From an optimization exercise on the open Yosys and OpenROAD flow, aimed at small area; shortcuts taken in it are not production practice. No functional check of the RTL was part of any run shown here. No activity file was given, so power comes from the tool's default toggle rates.

--- flow/config.mk ---
export PLATFORM = sky130hd
export DESIGN_NAME = main_wrapper
export DESIGN_NICKNAME = main_wrapper
export VERILOG_FILES = /design/flow/design.v
export SDC_FILE = /design/flow/constraint.sdc
export NUM_CORES = 4
export LEC_CHECK = 0
export CAP_MARGIN = 20
export CORE_MARGIN = 2
export CORE_UTILIZATION = 40
export SLEW_MARGIN = 20
--- flow/constraint.sdc ---
create_clock -name core_clock -period 60.0 [get_ports {sys_clk_in}]
set_input_delay 12.0000 -clock core_clock [delete_from_list [all_inputs] [get_ports {sys_clk_in}]]
set_output_delay 12.0000 -clock core_clock [all_outputs]
set_load 0.01 [all_outputs]
--- flow/design.v ---
module Debounce(
  input clk,
  input rst,
  input [3:0] sw_pin,
  input [2:0] btn_pin,
  output [3:0] aim,    
  output [2:0] btr,    
  output [2:0] btd     
);
  reg [3:0] sws1, swc0, swc1;
  reg [2:0] bts1, btc0, btc1;
  always @(posedge clk) begin
    sws1 <= sw_pin;
    if (rst) begin
      swc0 <= 0; swc1 <= 0;
      bts1 <= 0; btc0 <= 0; btc1 <= 0;
    end else begin
      swc0 <= sws1 & ~swc1;
      swc1 <= sws1 & (swc0 | swc1);
      bts1 <= btn_pin;
      btc0 <= bts1 & ~btc1;
      btc1 <= bts1 & (btc0 | btc1);
    end
  end
  assign aim = swc1 & ~swc0;
  assign btr = btc1 & ~btc0;
  assign btd = bts1 & btc1;
endmodule
module Random_gen(
  input clk,
  input rst,
  input clr_btn,
  input hold,
  output reg [3:0] dec
);
  reg [63:0] ls;
  wire clr = rst | clr_btn;
  wire fb = ~(ls[63] ^ ls[62] ^ ls[60] ^ ls[59]);
  integer j;
  always @(posedge clk) begin
    ls[0] <= ~clr & fb;
    for (j = 1; j < 64; j = j + 1)
      if (j % 2 == 1) ls[j] <= ~(~clr & ls[j-1]);
      else ls[j] <= ~(clr | ls[j-1]);
  end
  wire [3:0] nib = {~ls[3], ls[2], ~ls[1], ls[0]};
  wire nib_ok = (nib != 4'd0) && (nib <= 4'd9);
  always @(posedge clk)
    if (rst) dec <= 0;
    else if (nib_ok && !hold) dec <= nib;
endmodule
module Control(
  input clk,
  input rst,
  input [3:0] aim,
  input rf,             
  input mf,             
  input [3:0] dec,
  output hit_nx,        
  output reg game,
  output [23:0] b,      
  output [18:0] s       
);
  wire r0, r9, wrap;
  wire [8:0] q;
  Counter counter_i (.clk(clk), .rst(rst), .q(q), .r0(r0), .r9(r9));
  wire [1:0] lvl;
  wire remove, entry;
  Score score_i (.clk(clk), .rst(rst), .rf(rf), .inc(remove), .s(s));
  Hit hit_i (.s(s), .game(game), .q(q), .r9(r9), .rst(rst), .hit_nx(hit_nx));
  reg hit;
  always @(posedge clk) hit <= hit_nx;
  wire seven;
  Board board_i (.clk(clk), .rst(rst), .clrb(rf | ~game), .entry(!rf && hit && game),
                 .fire(!rf && mf && game && r0), .aim(aim), .dec(dec), .b(b), .seven(seven),
                 .remove(remove));
  always @(posedge clk)
    if (rst | rf) game <= 1'b1;
    else if (seven) game <= 1'b0;
endmodule
module Counter(input clk, input rst, output reg [8:0] q, output r0, output r9);
  reg [3:0] r;
  always @(posedge clk)
    if (rst || (q == 9'd500 && r == 4'd1)) begin
      q <= 0; r <= 0;
    end else if (r == 4'd9) begin
      q <= q + 9'd1; r <= 0;
    end else
      r <= r + 4'd1;
  assign r0 = (r == 4'd0);
  assign r9 = (r == 4'd9);
endmodule
module Hit(input [18:0] s, input game, input [8:0] q, input r9, input rst, output hit_nx);
  wire [2:0] s4 = s[18:16];
  wire [3:0] s3 = s[15:12], s2 = s[11:8], s1 = s[7:4], s0 = s[3:0];
  wire s_hi = (s4 != 0) || (s3 != 0) || (s2 != 0);
  wire le10 = (s1 == 0) || (s1 == 1 && s0 == 0);
  wire le25 = (s1 < 2) || (s1 == 2 && s0 <= 5);
  wire le35 = (s1 < 3) || (s1 == 3 && s0 <= 5);
  wire le45 = (s1 < 4) || (s1 == 4 && s0 <= 5);
  wire le50 = (s1 < 5) || (s1 == 5 && s0 == 0);
  reg [8:0] qth;   
  always @(*) begin
    qth = 9'd499;
    if (game && !s_hi) begin
      if (le10) qth = 9'd399;
      else if (le25) qth = 9'd299;
      else if (le35) qth = 9'd199;
      else if (le45) qth = 9'd159;
      else if (le50) qth = 9'd99;
    end
  end
  assign hit_nx = rst || (r9 && q == qth);
endmodule
module Score(input clk, input rst, input rf, input inc, output [18:0] s);
  reg [2:0] s4;
  reg [3:0] s3, s2, s1, s0;
  assign s = {s4, s3, s2, s1, s0};
  wire s_max = (s4 == 3'd6) && (s3 == 4'd5) && (s2 == 4'd5) && (s1 == 4'd3) && (s0 == 4'd5);
  always @(posedge clk)
    if (rst || rf || (inc && s_max)) begin
      s4 <= 0; s3 <= 0; s2 <= 0; s1 <= 0; s0 <= 0;
    end else if (inc) begin
      if (s0 != 4'd9) s0 <= s0 + 4'd1;
      else begin
        s0 <= 0;
        if (s1 != 4'd9) s1 <= s1 + 4'd1;
        else begin
          s1 <= 0;
          if (s2 != 4'd9) s2 <= s2 + 4'd1;
          else begin
            s2 <= 0;
            if (s3 != 4'd9) s3 <= s3 + 4'd1;
            else begin
              s3 <= 0;
              s4 <= s4 + 3'd1;
            end
          end
        end
      end
    end
endmodule
module Board(input clk, input rst, input clrb, input entry, input fire, input [3:0] aim,
             input [3:0] dec, output reg [23:0] b, output reg seven, output remove);
  wire [6:0] nz;
  wire [5:0] top;
  genvar k;
  generate for (k = 0; k < 6; k = k + 1) begin : g_nz
    assign nz[k] = |b[4*k+3:4*k];
  end endgenerate
  assign nz[6] = seven;
  generate for (k = 0; k < 6; k = k + 1) begin : g_top
    assign top[k] = nz[k] & ~nz[k+1];
  end endgenerate
  reg [3:0] lead;
  integer j;
  always @(*) begin
    lead = 4'd0;
    for (j = 0; j < 6; j = j + 1)
      lead = lead | (b[4*j +: 4] & {4{top[j]}});
  end
  assign remove = fire && (aim == lead);
  reg [23:0] brm;
  always @(*)
    for (j = 0; j < 6; j = j + 1)
      brm[4*j +: 4] = b[4*j +: 4] & {4{~(remove & top[j])}};
  always @(posedge clk)
    if (rst || clrb) begin
      b <= 0; seven <= 0;
    end else if (entry) begin
      b <= {brm[19:0], dec}; seven <= nz[5] & ~(remove & top[5]);
    end else
      b <= brm;
endmodule
module ssdisplay(
  input clk,
  input rst,
  input [23:0] b,
  input [18:0] s,
  input [3:0] aim,
  input test,
  input game,
  output [7:0] seg_data_0_pin,
  output [7:0] seg_data_1_pin,
  output [7:0] seg_cs_pin
);
  reg [1:0] p;
  always @(posedge clk)
    if (rst) p <= 0;
    else p <= p + 2'd1;
  function [6:0] seg7(input [3:0] v);
    case (v)
      4'd0: seg7 = 7'b0111111;
      4'd1: seg7 = 7'b0000110;
      4'd2: seg7 = 7'b1011011;
      4'd3: seg7 = 7'b1001111;
      4'd4: seg7 = 7'b1100110;
      4'd5: seg7 = 7'b1101101;
      4'd6: seg7 = 7'b1111101;
      4'd7: seg7 = 7'b0000111;
      4'd8: seg7 = 7'b1111111;
      4'd9: seg7 = 7'b1101111;
      default: seg7 = 7'b0000000;
    endcase
  endfunction
  reg [3:0] v1, v2;
  always @(*) begin
    case (p)
      2'd0: v1 = game ? aim : 4'd0;
      2'd1: v1 = 4'd0;
      2'd2: v1 = game ? b[23:20] : 4'd0;
      default: v1 = game ? b[19:16] : {1'b0, s[18:16]};
    endcase
    case (p)
      2'd0: v2 = game ? b[15:12] : s[15:12];
      2'd1: v2 = game ? b[11:8] : s[11:8];
      2'd2: v2 = game ? b[7:4] : s[7:4];
      default: v2 = game ? b[3:0] : s[3:0];
    endcase
  end
  reg [7:0] o1, o2;
  always @(*) begin
    o1 = {1'b0, seg7(v1)};
    if (game && v1 == 4'd0) o1 = 8'b00000000;
    if (game && p == 2'd1) o1 = 8'b01001001;
    if (test) o1 = 8'b11111111;
    o2 = {1'b0, seg7(v2)};
    if (game && v2 == 4'd0) o2 = 8'b00000000;
    if (test) o2 = 8'b11111111;
  end
  assign seg_data_0_pin = o1;
  assign seg_data_1_pin = o2;
  wire [3:0] cs = {p == 2'd3, p == 2'd2, p == 2'd1, p == 2'd0};
  assign seg_cs_pin = {cs, cs};
endmodule
module main_wrapper
   (btn_pin,
    rst,
    seg_cs_pin,
    seg_data_0_pin,
    seg_data_1_pin,
    sw_pin,
    sys_clk_in);
  input [4:0]btn_pin;
  input rst;
  output [7:0]seg_cs_pin;
  output [7:0]seg_data_0_pin;
  output [7:0]seg_data_1_pin;
  input [3:0]sw_pin;
  input sys_clk_in;
  wire [3:0] aim;
  wire [2:0] btr, btd;
  wire [3:0] dec;
  wire hit_nx, game;
  wire [23:0] b;
  wire [18:0] s;
  Debounce debounce_i (.clk(sys_clk_in), .rst(rst), .sw_pin(sw_pin), .btn_pin(btn_pin[2:0]),
                       .aim(aim), .btr(btr), .btd(btd));
  Random_gen random_i (.clk(sys_clk_in), .rst(rst), .clr_btn(btd[1]), .hold(hit_nx), .dec(dec));
  Control control_i (.clk(sys_clk_in), .rst(rst), .aim(aim), .rf(btr[1]), .mf(btr[2]),
                     .dec(dec), .hit_nx(hit_nx), .game(game), .b(b), .s(s));
  ssdisplay display_i (.clk(sys_clk_in), .rst(rst), .b(b), .s(s), .aim(aim), .test(btr[0]),
                       .game(game), .seg_data_0_pin(seg_data_0_pin),
                       .seg_data_1_pin(seg_data_1_pin), .seg_cs_pin(seg_cs_pin));
endmodule
--- flow/flow/run.sh ---
#!/bin/bash
# Own layout flow: the standard flow, except that synthesis maps the logic
# with an area-oriented ABC script (flow/area_synth.tcl), the port buffers are
# the smallest buffer and CTS inserts no dummy clock loads.
set -euo pipefail
WORK=$(pwd)
export AREA_ABC_SCRIPT=$WORK/flow/area.abc
bash standard.sh synth "SYNTH_SCRIPT=$WORK/flow/area_synth.tcl" > $WORK/1_synth.log 2>&1
bash standard.sh finish \
  "SYNTH_SCRIPT=$WORK/flow/area_synth.tcl" \
  "BUFFER_PORTS_ARGS=-buffer_cell sky130_fd_sc_hd__buf_1" \
  "CTS_ARGS=-sink_clustering_enable -repair_clock_nets -dont_use_dummy_load" \
  > $WORK/2_layout.log 2>&1
--- flow/flow/area.abc ---
strash
&get -n
&fraig -x
&put
scorr
dc2
strash
&get -n
&deepsyn -T 60
&put
strash
&get -n
&dch -f
&nf
&put
--- flow/flow/area_synth.tcl ---
# The standard flow's synthesis script (synth_recipe.tcl) with one change: ABC maps the
# logic with flow/area.abc, an area-oriented script, instead of ORFS's speed
# script. Everything before ABC, and so every register and its name, is the
# same as in the standard synthesis.
proc synth {args} { yosys synth -nofsm -noshare {*}$args }
proc abc {args} {
  set i [lsearch -exact $args -script]
  if { $i >= 0 } { lset args [expr {$i + 1}] $::env(AREA_ABC_SCRIPT) }
  yosys abc {*}$args
}
source $::env(SCRIPTS_DIR)/synth.tcl
# left out here: clear keep_hierarchy, flatten, clean up, hide names made inside functions, write 1_2_yosys.v
--- flow/standard.sh ---
#!/bin/bash
# synth_recipe.tcl (not shown) runs the flow's synth.tcl, then flattens the netlist and writes it again
# the make line also repeats each setting of config.mk as NAME=value (left out here)
make -C /OpenROAD-flow-scripts/flow DESIGN_CONFIG=/design/flow/config.mk WORK_HOME=/design/flow/orfs CLKGATE_MAP_FILE= SYNTH_SCRIPT=/design/flow/synth_recipe.tcl "${@:-finish}"
==> results of run 1 <==
## cells in the final DEF, fill, tap and decap left out, types with 3 or more instances in the layout
cell type,n
and3_1,12
nor3_1,12
ha_1,22
buf_1,32
and2_0,9
clkinv_1,27
o211ai_1,3
xnor2_1,5
a22oi_1,23
nand3_1,18
nor4_1,9
o21ai_0,7
xor2_1,5
a22o_1,28
nor2b_1,11
dfxtp_1,150
buf_4,5
clkbuf_16,17
nand2_1,62
nand2b_1,13
a211oi_1,3
a31oi_1,13
a21o_1,6
nor3b_1,5
nand4_1,8
nor2_1,89
a21oi_1,40
o22ai_1,5
## worst paths after layout
kind	cells after the start	to
setup / recovery	13	seg_data_0_pin[3]
hold / removal	1	random_i.ls[9]
setup reg to reg	9	control_i.score_i.s4[1]
hold reg to reg	1	random_i.ls[9]
## worst register-to-register path: cells and delay by family (launching register included)
kind	cells	cell delay, ps
compound gates	2	590
flops	1	350
simple gates	7	3060
## power by group through the flow
| stage | sequential [mW] | combinational, mW | clock, mW |
|---|---|---|---|
| after floorplan | 0.104 | 0.00903 | 0 |
| after global placement | 0.104 | 0.0123 | 0 |
| after detailed placement | 0.104 | 0.0128 | 0 |
| after CTS | 0.102 | 0.0128 | 0.0851 |
| after global routing | 0.103 | 0.0144 | 0.0892 |
| final | 0.102 | 0.0127 | 0.0831 |
## state kept, by name, indices dropped and copies added, names as in the netlist, 3 cells and up
register	count
debounce_i.btc1	3
control_i.counter_i.q	9
debounce_i.bts1	3
control_i.score_i.s4	3
control_i.score_i.s3	4
debounce_i.swc1	4
debounce_i.sws1	4
control_i.score_i.s2	4
debounce_i.btc0	3
random_i.dec	4
control_i.score_i.s1	4
random_i.ls	64
control_i.board_i.b	24
control_i.score_i.s0	4
control_i.counter_i.r	4
debounce_i.swc0	4
## kinds of logic after synthesis
group                      after synthesis  synth area share
xor gates and xnor gates                10            0.0152
and+or+nand+nor                        260             0.215
buffers and inverters                   33            0.0254
muxes                                    1           0.00174
adders and majority gates               22            0.0477
DFF                                    150             0.521
AOI/OAI and AO/OA                      146             0.174
## layer usage
metal / vias to the layer above / track usage
li1: 2313 / -
met1: 2166 / 0.225
met2: 98 / 0.278
met3: 17 / 0.0440
met4: 0 / 0.0723
met5: - / 0
## layout make-up
class / instances / share of cell area
well taps: 180 / 0.0344
flip-flops and latches: 150 / 0.459
inverters: 27 / 0.0155
clock buffers: 17 / 0.0650
multi-input cells: 439 / 0.402
repair buffers: 37 / 0.0241
## stage by stage
stage	setup WS, ps	utilization
2_1_floorplan	45390	-
3_3_place_gp	44880	0.437
3_5_place_dp	44800	0.437
4_1_cts	44340	0.467
6_report	44340	0.468
5_1_grt	43950	0.468
==> out/metrics.sh, run 1 <==
YOSYSTOPAREACELL='dfxtp_1'
ROUTED_WIRE_LENGTH_PER_INSTANCE_UM=14.7
INTPOWER_mW=0.154
POSTPLACECELLAREA_SQ_MM=0.00611
TIMING.CRITICAL_PATH.BUF_INV=3
RR_STARTPOINT='control_i.board_i.b[21]'
MULTI_INPUT_COMB_AREA_SQ_MM=0.00263
DRT_WL_TOTAL_UM=12500
SKEW_PS=16.8
CRITICAL_PATH.ENDPOINT_TYPE='output port'
HOLD_PATH_CLASS='reg -> reg'
DRIVE_GT1_FRAC=0.0358
DETAILEDROUTE.FIRSTITERATIONVIOLATIONS=358
YOSYS.CELL_TYPES.COUNT=46
VIAS_PER_CELL=5.40
FINALMAXSLEWVIOLATIONS=0
CLOCK_POWER_SHARE=0.419
STARTPOINT_TYPE='flip-flop'
HOLD_VIOLATIONS=0
PATH_CELLS='clkinv_1, nor2_1, nand2_1, o211ai_1, clkinv_1, ha_1, a31oi_1, nor2_1, a21o_1, nor2b_1, a21o_1, a21oi_1, buf_1'
CRITICAL_PATH_CLASS='reg -> out'
DP_CELLS=833
SW_FRAC_OF_TOTAL=0.221
POST-SYNTH-TOP-AREA-FRACTION=0.521
ASYNC_S_R_FF_SHARE_SYNTH=0
CTS_RESIZED=0
SYNTH.TOP_CELLS.BY_COUNT='150 x dfxtp_1, 89 x nor2_1, 62 x nand2_1, 41 x a21oi_1, 28 x a22o_1'
IR_DROP_mV=0.0270
DOMINANTREGCELLSYNTH='dfxtp_1'
GRT_FIRST_PASS_WIRELENGTH_UM=20700
LEAKAGE_nW=2.45
COUNT_OF_MAPPED_CELLS_OUT_OF_SYNTHESIS=622
GRT_SETUP_UNREPAIRED='no'
GP_CONGESTION=0.899
CTS_SETUP_BUFFERS=0
POWER.SEQUENTIAL.FRACTION=0.517
SETUP_VIOL=0
TIMING_WORST_SLEW_PIN_VALUE_PS=978
DIODES=0
FMAXACHIEVABLE_MHz=63.8
POST-ROUTE-PERIOD-UTIL=0.261
COREAREA_SQ_MM=0.0140
CP_DATA_ARRIVAL_TIME_PS=3660
CLK_ROOT_BUF='clkbuf_16'
AREA.GROWTH.SYNTH_TO_FINAL_PCT=13.4
YOSYS-TOP-CELLS-AREA='dfxtp_1 52%, nor2_1 5.8%, ha_1 4.8%, a22o_1 4.3%, nand2_1 4.0%'
RESULT_OF_THE_RUN='no timing/DRC/antenna violations'
FINAL.HOLD.WORST_SLACK_PS=356
YOSYSWARNINGCOUNT=8
COMBINATIONALPOWERSHARE=0.064
REG2REG_SETUP_SLACK_PS=55900
DP_HPWL_UM=8820
POSTSYNTHREGISTERBITS=150
NUMBER_OF_ENABLE_TYPE_REGISTER_CELLS_IN_THE_SYNTHESIZED_NETLIST=0
GRT_REMAINING_OVERFLOW=0
FINAL_CRITICAL_PERIOD_PS=15660
DESIGN_AREA_SQ_MM=0.00654
ROW_COUNT=43
CTSLONGESTPATHBUFFERS=2
NUM_VIAS=4594
CHIPWIDTH_UM=124
CRIT_SLOWEST_CELL='nor2_1'
GRT_ANTENNA_BEFORE_REPAIR=0
LAYOUTNONFILLERINSTCOUNT=850
P_SWITCHING_mW=0.0438
SEQUENTIAL_FRACTION_OF_THE_SYNTHESIS_AREA=0.521
SYN-MEAN-INSTANCE-AREA_SQ_UM=9.27
MAXCAPVIOLATIONS=0
FILLER_CELL_COUNT=1377
TIMING.CRITICAL_PATH.FANOUT_MAX=11
WL_MET1_UM=5980
TOP_LAYER_USED='met4'
DIE_H_UM=124
CTS-HTREE-LEVELS=4
CRIT_PATH_START='control_i.game'
GR-USAGE-ALL-LAYERS=0.175
CLKSINKCOUNT=150
CTS_HOLD_BUFFERS=0
CLK-INSERTION-DELAY-LATE_PS=420
CRITICAL_PATH.TOP_DELAY_FAMILY='compound AO/OA/AOI/OAI gates'
DIE-AREA_SQ_MM=0.0154
ROUTE.MET3.WL_UM=589
SYN_AREA_SQ_MM=0.00577
FIRSTDRTPASSITERS=5
DESIGN.PORTCOUNT=35
IO_BUFFERS=32
VIAS_IN_THE_FIRST_GLOBAL_ROUTE=4258
WORST_EP_REQUIRED_TIME_PS=48000
SYNTH_MOST_COMMON_CELL='dfxtp_1'
ANTENNA_VIOLATING_NETS_POST_ROUTE=0
CTS_BUFFERS=17
POST-LAYOUT-TOTAL-POWER_mW=0.198
MET2ROUTEDLENGTH_UM=5750
TRITONCTS='done'
CELLPOWERDENSITY_mW_PER_MM2=30.3
MIN-DELAY-START='random_i.ls[8]'
TIMING.CRITICAL_PATH.SLOWEST_CELL_DELAY_PS=570
SYN-NUM-NETS=655
DRT_DRC_VIOLATIONS_LEFT=0
CLK_PIN_SLEW_PS=60
MAXSLEWHEADROOM=0.342
INITIAL_UTILIZATION=0.412
GRT_MAX_DEGREE=34
TNS_PS=0
DESIGN.FINAL.NETS=705
SEQ_AREA_SQ_MM=0.00300
==> run 2: changes to the inputs <==
==> flow/flow/run.sh (replaced) <==
#!/bin/bash
# Own layout flow: the standard flow, except that synthesis maps the logic
# with an area-oriented ABC script (flow/area_synth.tcl), the port buffers are
# the smallest buffer and CTS inserts no dummy clock loads.
set -euo pipefail
WORK=$(pwd)
export AREA_ABC_SCRIPT=$WORK/flow/area.abc
bash standard.sh synth ADDER_MAP_FILE= "SYNTH_SCRIPT=$WORK/flow/area_synth.tcl" > $WORK/1_synth.log 2>&1
bash standard.sh finish ADDER_MAP_FILE= \
  "SYNTH_SCRIPT=$WORK/flow/area_synth.tcl" \
  "BUFFER_PORTS_ARGS=-buffer_cell sky130_fd_sc_hd__buf_1" \
  "CTS_ARGS=-sink_clustering_enable -repair_clock_nets -dont_use_dummy_load -buf_list sky130_fd_sc_hd__clkbuf_4 -sink_clustering_size 10 -sink_clustering_max_diameter 50" \
  > $WORK/2_layout.log 2>&1
==> out/metrics.sh, run 2 <==
SEQUENTIAL_FRACTION_OF_THE_SYNTHESIS_AREA=0.545  # +0.0239
FIRSTDRTPASSITERS=6  # +1
CTS_BUFFERS=17  # unchanged
TRITONCTS='done'
GRT_REMAINING_OVERFLOW=0  # unchanged
COUNT_OF_MAPPED_CELLS_OUT_OF_SYNTHESIS=587  # -5.6%
GR-USAGE-ALL-LAYERS=0.170  # -0.00470
TIMING_WORST_SLEW_PIN_VALUE_PS=995  # +16.6 ps
COMBINATIONALPOWERSHARE=0.062  # -0.002
GRT_SETUP_UNREPAIRED='no'
ASYNC_S_R_FF_SHARE_SYNTH=0  # unchanged
SYN_AREA_SQ_MM=0.00551  # -4.4%
DIE-AREA_SQ_MM=0.0147  # -4.2%
DRIVE_GT1_FRAC=0.0332  # -0.00259
POST-SYNTH-TOP-AREA-FRACTION=0.545  # +0.0239
CRITICAL_PATH.ENDPOINT_TYPE='output port'
DRT_WL_TOTAL_UM=11800  # -5.5%
FIN_UTIL=0.447  # -0.0209
GRT_FIRST_PASS_WIRELENGTH_UM=20000  # -3.7%
IR_DROP_mV=0.0189  # -30%
DIE_H_UM=121  # -2.1%
GRT_ANTENNA_BEFORE_REPAIR=0  # unchanged
YOSYS-TOP-CELLS-AREA='dfxtp_1 54%, nor2_1 5.3%, a22o_1 4.6%, nand2_1 4.1%, a21oi_1 4.0%'
SYN-NUM-NETS=598  # -8.7%
LAYOUT.CELLS.MOST_COMMON_LIST='150 x dfxtp_1, 78 x nor2_1, 60 x nand2_1'
CRIT_SLOWEST_CELL='and2_0'
NUM_VIAS=4478  # -2.5%
BIGGESTREGSBYFLOPS='random_i.ls: 64 flops, control_i.board_i.b: 24 flops, control_i.counter_i.q: 9 flops'
MAXCAPVIOLATIONS=0  # unchanged
IO_BUFFERS=32  # unchanged
CP_DATA_ARRIVAL_TIME_PS=3630  # -30 ps
CELLPOWERDENSITY_mW_PER_MM2=25.6  # -16%
PATH_CELLS='and2_0, a222oi_1, and3_1, a31oi_1, nor2_1, and3_1, o21ai_0, nor2_1, nor3_1, buf_1'
DESIGN.FINAL.NETS=645  # -8.5%
INITIAL_UTILIZATION=0.413  # +0.000851
DIODES=0  # unchanged
FMAXACHIEVABLE_MHz=64.0  # +0.23%
FILLER_CELL_COUNT=1328  # -3.6%
STARTPOINT_TYPE='flip-flop'
CTS_HOLD_BUFFERS=0  # unchanged
CLK_PIN_SLEW_PS=110  # +50 ps
AREA.GROWTH.SYNTH_TO_FINAL_PCT=8.12
CHIPWIDTH_UM=121  # -2.1%
ANTENNA_VIOLATING_NETS_POST_ROUTE=0  # unchanged
NUMBER_OF_ENABLE_TYPE_REGISTER_CELLS_IN_THE_SYNTHESIZED_NETLIST=0  # unchanged
YOSYSTOPAREACELL='dfxtp_1'
CRITICAL_PATH_CLASS='reg -> out'
FINALMAXSLEWVIOLATIONS=0  # unchanged
DESIGN.PORTCOUNT=35  # unchanged
SETUP_VIOL=0  # unchanged
LARGEST_REGISTER='random_i.ls'
SYN-MEAN-INSTANCE-AREA_SQ_UM=9.39  # +1.3%
VIAS_IN_THE_FIRST_GLOBAL_ROUTE=4264  # +0.14%
TIMING.CRITICAL_PATH.BUF_INV=1  # -2
YOSYS.CELL_TYPES.COUNT=46  # unchanged
POST-ROUTE-PERIOD-UTIL=0.260  # -0.000598
DRT_DRC_VIOLATIONS_LEFT=0  # unchanged
ROW_COUNT=42  # -2.3%
RESULT_OF_THE_RUN='no timing/DRC/antenna violations'
CTSLONGESTPATHBUFFERS=2  # unchanged
TIMING.CRITICAL_PATH.SLOWEST_CELL_DELAY_PS=730  # +160 ps
WORST_EP_REQUIRED_TIME_PS=48000  # about the same
HOLD_VIOLATIONS=0  # unchanged
ROUTED_WIRE_LENGTH_PER_INSTANCE_UM=14.6  # -0.62%
CLOCK_POWER_SHARE=0.268  # -0.151
CTS-HTREE-LEVELS=4  # unchanged
HOLD_PATH_CLASS='reg -> reg'
GRT_MAX_DEGREE=34  # unchanged
MAX_FFS_PER_REGISTER=64  # unchanged
DOMINANTREGCELLSYNTH='dfxtp_1'
TIMING.CRITICAL_PATH.FANOUT_MAX=14  # +3
CLKSINKCOUNT=150  # unchanged
COREAREA_SQ_MM=0.0133  # -4.6%
GP_CONGESTION=0.911  # +1.3%
MAXSLEWHEADROOM=0.331  # -0.0112
SYNTH_MOST_COMMON_CELL='dfxtp_1'
FINAL_CRITICAL_PERIOD_PS=15630  # -35.9 ps
DETAILEDROUTE.FIRSTITERATIONVIOLATIONS=260  # -27%
INTPOWER_mW=0.117  # -24%
CLK-INSERTION-DELAY-LATE_PS=520  # +100 ps
CRITICAL_PATH.TOP_DELAY_FAMILY='simple AND/OR/NAND/NOR gates'
CTS_SETUP_BUFFERS=0  # unchanged
P_SWITCHING_mW=0.0355  # -19%
POSTSYNTHREGISTERBITS=150  # unchanged
POWER.SEQUENTIAL.FRACTION=0.669  # +0.152
DP_HPWL_UM=8310  # -5.8%
YOSYSWARNINGCOUNT=8  # unchanged
TNS_PS=0  # unchanged
SKEW_PS=28.6  # +11.8 ps
VIAS_PER_CELL=5.54  # +2.5%
SYNTH.TOP_CELLS.BY_COUNT='150 x dfxtp_1, 78 x nor2_1, 60 x nand2_1, 44 x a21oi_1, 29 x a22o_1'
LEAKAGE_nW=2.19  # -10%
LAYOUT.CELLS.MOST_COMMON='dfxtp_1'
SW_FRAC_OF_TOTAL=0.232  # +0.0117
CTS_RESIZED=0  # unchanged
CLK_ROOT_BUF='clkbuf_4'
==> run 2: changes by cell type after synthesis, moves of 5 or more <==
| cell | previous run | this run |
|---|---|---|
| a22oi_1 | 23 | 10 |
| a211oi_1 | 3 | 11 |
| a31oi_1 | 13 | 7 |
| a222oi_1 | 0 | 9 |
| ha_1 | 22 | 0 |
| nor3_1 | 12 | 20 |
| clkinv_1 | 27 | 19 |
| nor2_1 | 89 | 78 |
| nand3_1 | 18 | 6 |
| and4_1 | 2 | 8 |
| and3_1 | 12 | 17 |
==> run 2: path summary, 6_finish.rpt <==
kind,depth (start not counted),to,from,slack (ps)
setup / recovery,10,seg_data_1_pin[3],display_i.p[1],44370
setup reg to reg,9,control_i.score_i.s2[3],control_i.board_i.b[21],56420
hold / removal,1,random_i.ls[57],random_i.ls[56],360
hold reg to reg,1,random_i.ls[57],random_i.ls[56],360
==> run 2: routing by layer <==
metal	vias up	part of all wire	wire (um)	GRT usage
li1	2232	-	-	-
met1	2111	0.47	5550	0.214
met2	123	0.47	5510	0.277
met3	12	0.050	595	0.0484
met4	0	0.014	163	0.0625
met5	-	0	0	0
==> run 2: final cells by class <==
class,instances,area [sq um],area share
tap,176,220,0.0369
multi-input combinational,412,2400,0.403
timing repair buffer,34,135,0.0227
inverter,19,71.3,0.0120
clock buffer,17,128,0.0214
sequential,150,3000,0.504
==> run 2: cells by family (layout without fill, tap and decap cells) <==
logic type      count (synthesis)  after routing  share of synthesized area
xor+xnor                        9              9                     0.0143
simple gates                  252            252                      0.225
compound gates                150            150                      0.194
buf+inv                        25             70                     0.0211
flops                         150            150                      0.545
mux                             1              1                    0.00182
==> run 2: power by group through the flow <==
stage	clock network, mW	logic [mW]	registers (mW)
global placement	0	0.00926	0.104
global route	0.0473	0.0107	0.102
floorplan	0	0.00684	0.104
finish	0.0410	0.00951	0.102
detailed placement	0	0.00953	0.104
CTS	0.0434	0.00956	0.102
==> run 2: per-stage QoR <==
stage	power (mW)	worst slack (ps)	instances	cell area, sq um	hold WS (ps)
final	0.153	44370	808	5960	362
after floorplan	0.111	45280	587	5510	343
after global placement	0.114	45080	791	5830	345
after CTS	0.155	44370	808	5960	366
after global routing	0.160	44010	808	5960	381
after detailed placement	0.114	44950	791	5830	347
==> run 2: worst reg2reg max path: stages, from the launching register on <==
cell and delay (ps):
dfxtp_1 360, nor4_1 870, a22oi_1 320, a31o_1 300
a211oi_1 300, and4_1 340, and4_1 340, and2_0 310
and3_1 220, a211oi_1 70
==> run 3: changes to the inputs <==
--- a/flow/flow/run.sh
+++ b/flow/flow/run.sh
@@ -9,5 +9,5 @@
 bash standard.sh finish ADDER_MAP_FILE= \
   "SYNTH_SCRIPT=$WORK/flow/area_synth.tcl" \
   "BUFFER_PORTS_ARGS=-buffer_cell sky130_fd_sc_hd__buf_1" \
-  "CTS_ARGS=-sink_clustering_enable -repair_clock_nets -dont_use_dummy_load -buf_list sky130_fd_sc_hd__clkbuf_4 -sink_clustering_size 10 -sink_clustering_max_diameter 50" \
+  "CTS_ARGS=-sink_clustering_enable -repair_clock_nets -dont_use_dummy_load -buf_list sky130_fd_sc_hd__clkbuf_8" \
   > $WORK/2_layout.log 2>&1
--- a/flow/config.mk
+++ b/flow/config.mk
@@ -7,5 +7,6 @@
 export LEC_CHECK = 0
 export CAP_MARGIN = 20
 export CORE_MARGIN = 2
-export CORE_UTILIZATION = 40
+export CORE_UTILIZATION = 65
+export PLACE_DENSITY = 0.75
 export SLEW_MARGIN = 20
==> out/metrics.sh, run 3 <==
POST-LAYOUT-TOTAL-POWER_mW=0.167  # +9.3%
WORST_EP_REQUIRED_TIME_PS=48000  # about the same
HOLD_PATH_CLASS='reg -> reg'
MAX_FFS_PER_REGISTER=64  # unchanged
HOLD_VIOLATIONS=0  # unchanged
FINALMAXSLEWVIOLATIONS=0  # unchanged
CTS_BUFFERS=17  # unchanged
CRITICAL_PATH.ENDPOINT_TYPE='output port'
ROW_COUNT=33  # -21%
SYNTH_MOST_COMMON_CELL='dfxtp_1'
DETAILEDPLACE.WORSTSLACK_PS=44940  # -10.1 ps
SYN_AREA_SQ_MM=0.00551  # unchanged
YOSYSTOPAREACELL='dfxtp_1'
LARGEST_REGISTER='random_i.ls'
SYNTH.TOP_CELLS.BY_COUNT='150 x dfxtp_1, 78 x nor2_1, 60 x nand2_1, 44 x a21oi_1, 29 x a22o_1'
RESULT_OF_THE_RUN='no timing/DRC/antenna violations'
REG2REG_SETUP_SLACK_PS=56370  # -50 ps
ANTENNA_VIOLATING_NETS_POST_ROUTE=0  # unchanged
COREAREA_SQ_MM=0.00822  # -38%
GR-USAGE-ALL-LAYERS=0.262  # +0.0917
TRITONCTS='done'
CLK_PIN_SLEW_PS=110  # about the same
SKEW_PS=41.3  # +12.7 ps
DESIGN.PORTCOUNT=35  # unchanged
DP_HPWL_UM=8020  # -3.4%
DETAILEDROUTE.FIRSTITERATIONVIOLATIONS=386  # +48%
LEAKAGE_nW=2.23  # +2.0%
CELLPOWERDENSITY_mW_PER_MM2=27.9  # +9.0%
TIMING_WORST_SLEW_PIN_VALUE_PS=1040  # +47.1 ps
LAYOUTNONFILLERINSTCOUNT=737  # -8.8%
LAYOUT.CELLS.MOST_COMMON='dfxtp_1'
COUNT_OF_MAPPED_CELLS_OUT_OF_SYNTHESIS=587  # unchanged
DIODES=0  # unchanged
DIE-AREA_SQ_MM=0.00924  # -37%
TIMING.CRITICAL_PATH.FANOUT_MAX=12  # -2
CHIPWIDTH_UM=96.1  # -21%
CP_DATA_ARRIVAL_TIME_PS=3600  # -30 ps
FILLER_CELL_COUNT=643  # -52%
DP_CELLS=720  # -9.0%
ASYNC_S_R_FF_SHARE_SYNTH=0  # unchanged
CLK-INSERTION-DELAY-LATE_PS=440  # -80 ps
NUM_VIAS=4564  # +1.9%
FIRSTDRTPASSITERS=8  # +2
ROUTED_WIRE_LENGTH_PER_INSTANCE_UM=15.7  # +7.7%
LAYOUT.CELLS.MOST_COMMON_LIST='150 x dfxtp_1, 78 x nor2_1, 60 x nand2_1'
STARTPOINT_TYPE='flip-flop'
SETUP_VIOL=0  # unchanged
GRT_ANTENNA_BEFORE_REPAIR=0  # unchanged
POST-ROUTE-PERIOD-UTIL=0.260  # -0.000458
DRT_WL_TOTAL_UM=11600  # -1.8%
POSTSYNTHREGISTERBITS=150  # unchanged
GRT_MAX_DEGREE=34  # unchanged
SEQUENTIAL_FRACTION_OF_THE_SYNTHESIS_AREA=0.545  # unchanged
CTS_RESIZED=0  # unchanged
CTS_SETUP_BUFFERS=0  # unchanged
NUMBER_OF_ENABLE_TYPE_REGISTER_CELLS_IN_THE_SYNTHESIZED_NETLIST=0  # unchanged
CRITICAL_PATH_CLASS='reg -> out'
DOMINANTREGCELLSYNTH='dfxtp_1'
FINAL_CRITICAL_PERIOD_PS=15600  # -27.5 ps
GRT_REMAINING_OVERFLOW=0  # unchanged
AREA.GROWTH.SYNTH_TO_FINAL_PCT=8.44
MAXSLEWHEADROOM=0.304  # -0.0267
CTSLONGESTPATHBUFFERS=2  # unchanged
YOSYS-TOP-CELLS-AREA='dfxtp_1 54%, nor2_1 5.3%, a22o_1 4.6%, nand2_1 4.1%, a21oi_1 4.0%'
FMAXACHIEVABLE_MHz=64.1  # +0.18%
SYN-MEAN-INSTANCE-AREA_SQ_UM=9.39  # unchanged
YOSYSWARNINGCOUNT=8  # unchanged
SYN-NUM-NETS=598  # unchanged
CLKSINKCOUNT=150  # unchanged
GRT_SETUP_UNREPAIRED='no'
DESIGN.FINAL.NETS=645  # unchanged
TNS_PS=0  # unchanged
VIAS_IN_THE_FIRST_GLOBAL_ROUTE=4018  # -5.8%
VIAS_PER_CELL=6.19  # +12%
POST-SYNTH-TOP-AREA-FRACTION=0.545  # unchanged
CLK_ROOT_BUF='clkbuf_8'
LEAST_SETUP_SLACK_ACROSS_ALL_PATHS_AFTER_LAYOUT_PS=44400  # +27.5 ps
YOSYS.CELL_TYPES.COUNT=46  # unchanged
BIGGESTREGSBYFLOPS='random_i.ls: 64 flops, control_i.board_i.b: 24 flops, control_i.counter_i.q: 9 flops'
INITIAL_UTILIZATION=0.671  # +0.258
DIE_H_UM=96.1  # -21%
GP_CONGESTION=0.858  # -5.8%
CTS_HOLD_BUFFERS=0  # unchanged
DRIVE_GT1_FRAC=0.0332  # unchanged
IO_BUFFERS=32  # unchanged
MAXCAPVIOLATIONS=0  # unchanged
GRT_FIRST_PASS_WIRELENGTH_UM=18800  # -6.1%
CTS-HTREE-LEVELS=4  # unchanged
DRT_DRC_VIOLATIONS_LEFT=0  # unchanged
IR_DROP_mV=0.0183  # -2.8%
-- run 3: cell count changes in the layout (fill, tap and decap cells not counted) --
cell,change
clkbuf_4,-17
clkbuf_8,+17
-- run 3: final cells by class --
class / instances / area (sq um) / area share
flip-flops and latches: 150 / 3000 / 0.502
inverters: 19 / 71.3 / 0.0119
well taps: 105 / 131 / 0.0220
repair buffers: 34 / 135 / 0.0226
multi-input cells: 412 / 2400 / 0.402
clock buffers: 17 / 234 / 0.0391
-- run 3: stage by stage --
step,cell area (sq um),hold WS [ps],util
2_1_floorplan,5510,343,-
3_3_place_gp,5740,344,0.698
3_5_place_dp,5740,348,0.698
4_1_cts,5970,340,0.727
5_1_grt,5980,353,0.728
6_report,5980,333,0.728
-- run 3: layer usage --
metal  part of all wire  GRT usage  up-vias  wire length (um)
met2               0.46      0.431      184              5390
met1               0.45      0.337     2127              5210
met5                  0          0        -                 0
met3              0.064     0.0587       29               746
li1                   -          -     2224                 -
met4              0.023     0.0976        0               262
-- run 3: worst paths after layout --
| path | startpoint | to | depth (start not counted) |
|---|---|---|---|
| worst max-delay path | display_i.p[1] | seg_data_1_pin[3] | 9 |
| worst min-delay path | random_i.ls[18] | random_i.ls[19] | 1 |
| worst max register to register | control_i.board_i.b[4] | control_i.score_i.s2[3] | 9 |
| worst min register to register | random_i.ls[18] | random_i.ls[19] | 1 |
-- run 3: report_power, final --
| part | total [mW] | switching, mW | internal (mW) |
|---|---|---|---|
| combinational | 0.00963 | 0.00637 | 0.00326 |
| sequential | 0.102 | 0.00117 | 0.101 |
| clock | 0.0551 | 0.0301 | 0.0250 |
-- run 3: cell families (layout without fill, tap and decap cells) --
logic type	Yosys count	in the layout	synth area share
buf+inv	25	70	0.0211
xor+xnor	9	9	0.0143
flops	150	150	0.545
mux	1	1	0.00182
simple gates	252	252	0.225
compound gates	150	150	0.194
-- run 3: critical path, stage by stage, from the launching register on --
cell      delay (ps)
dfxtp_1          460
nor2b_1          870
a222oi_1         300
and3_1           300
o31ai_1          420
clkinv_1         130
o21ai_0          300
nor2_1           110
nor3_1           150
buf_1            180

[re-timing with driven ports]
No port has a modelled driver above. Below, the same layouts with a new extraction and two added sets of constraints. Step 1, drivers: a clkbuf_16 drives sys_clk_in and a buf_2 each remaining input, both assumed. Step 2 times the ports against the registers' clock, not the clock port: input delays grow and output delays shrink by t, the midpoint of the rising clock arrivals with the driver on. Slacks: no drivers / after step 1 / after step 2; pairs: no drivers / after step 1.
| run | t, ns | slack for setup (ns) | worst setup path after step 2 | clock arrival spread, ns |
|---|---|---|---|---|
| run 1 | 0.454 | 44.337 / 44.296 / 44.750 | register to output | 0.020 / 0.021 |
| run 2 | 0.548 | 44.373 / 44.341 / 44.889 | register to output | 0.038 / 0.038 |
| run 3 | 0.446 | 44.401 / 44.367 / 44.812 | register to output | 0.057 / 0.057 |
After both steps setup and hold are still met in every run listed.
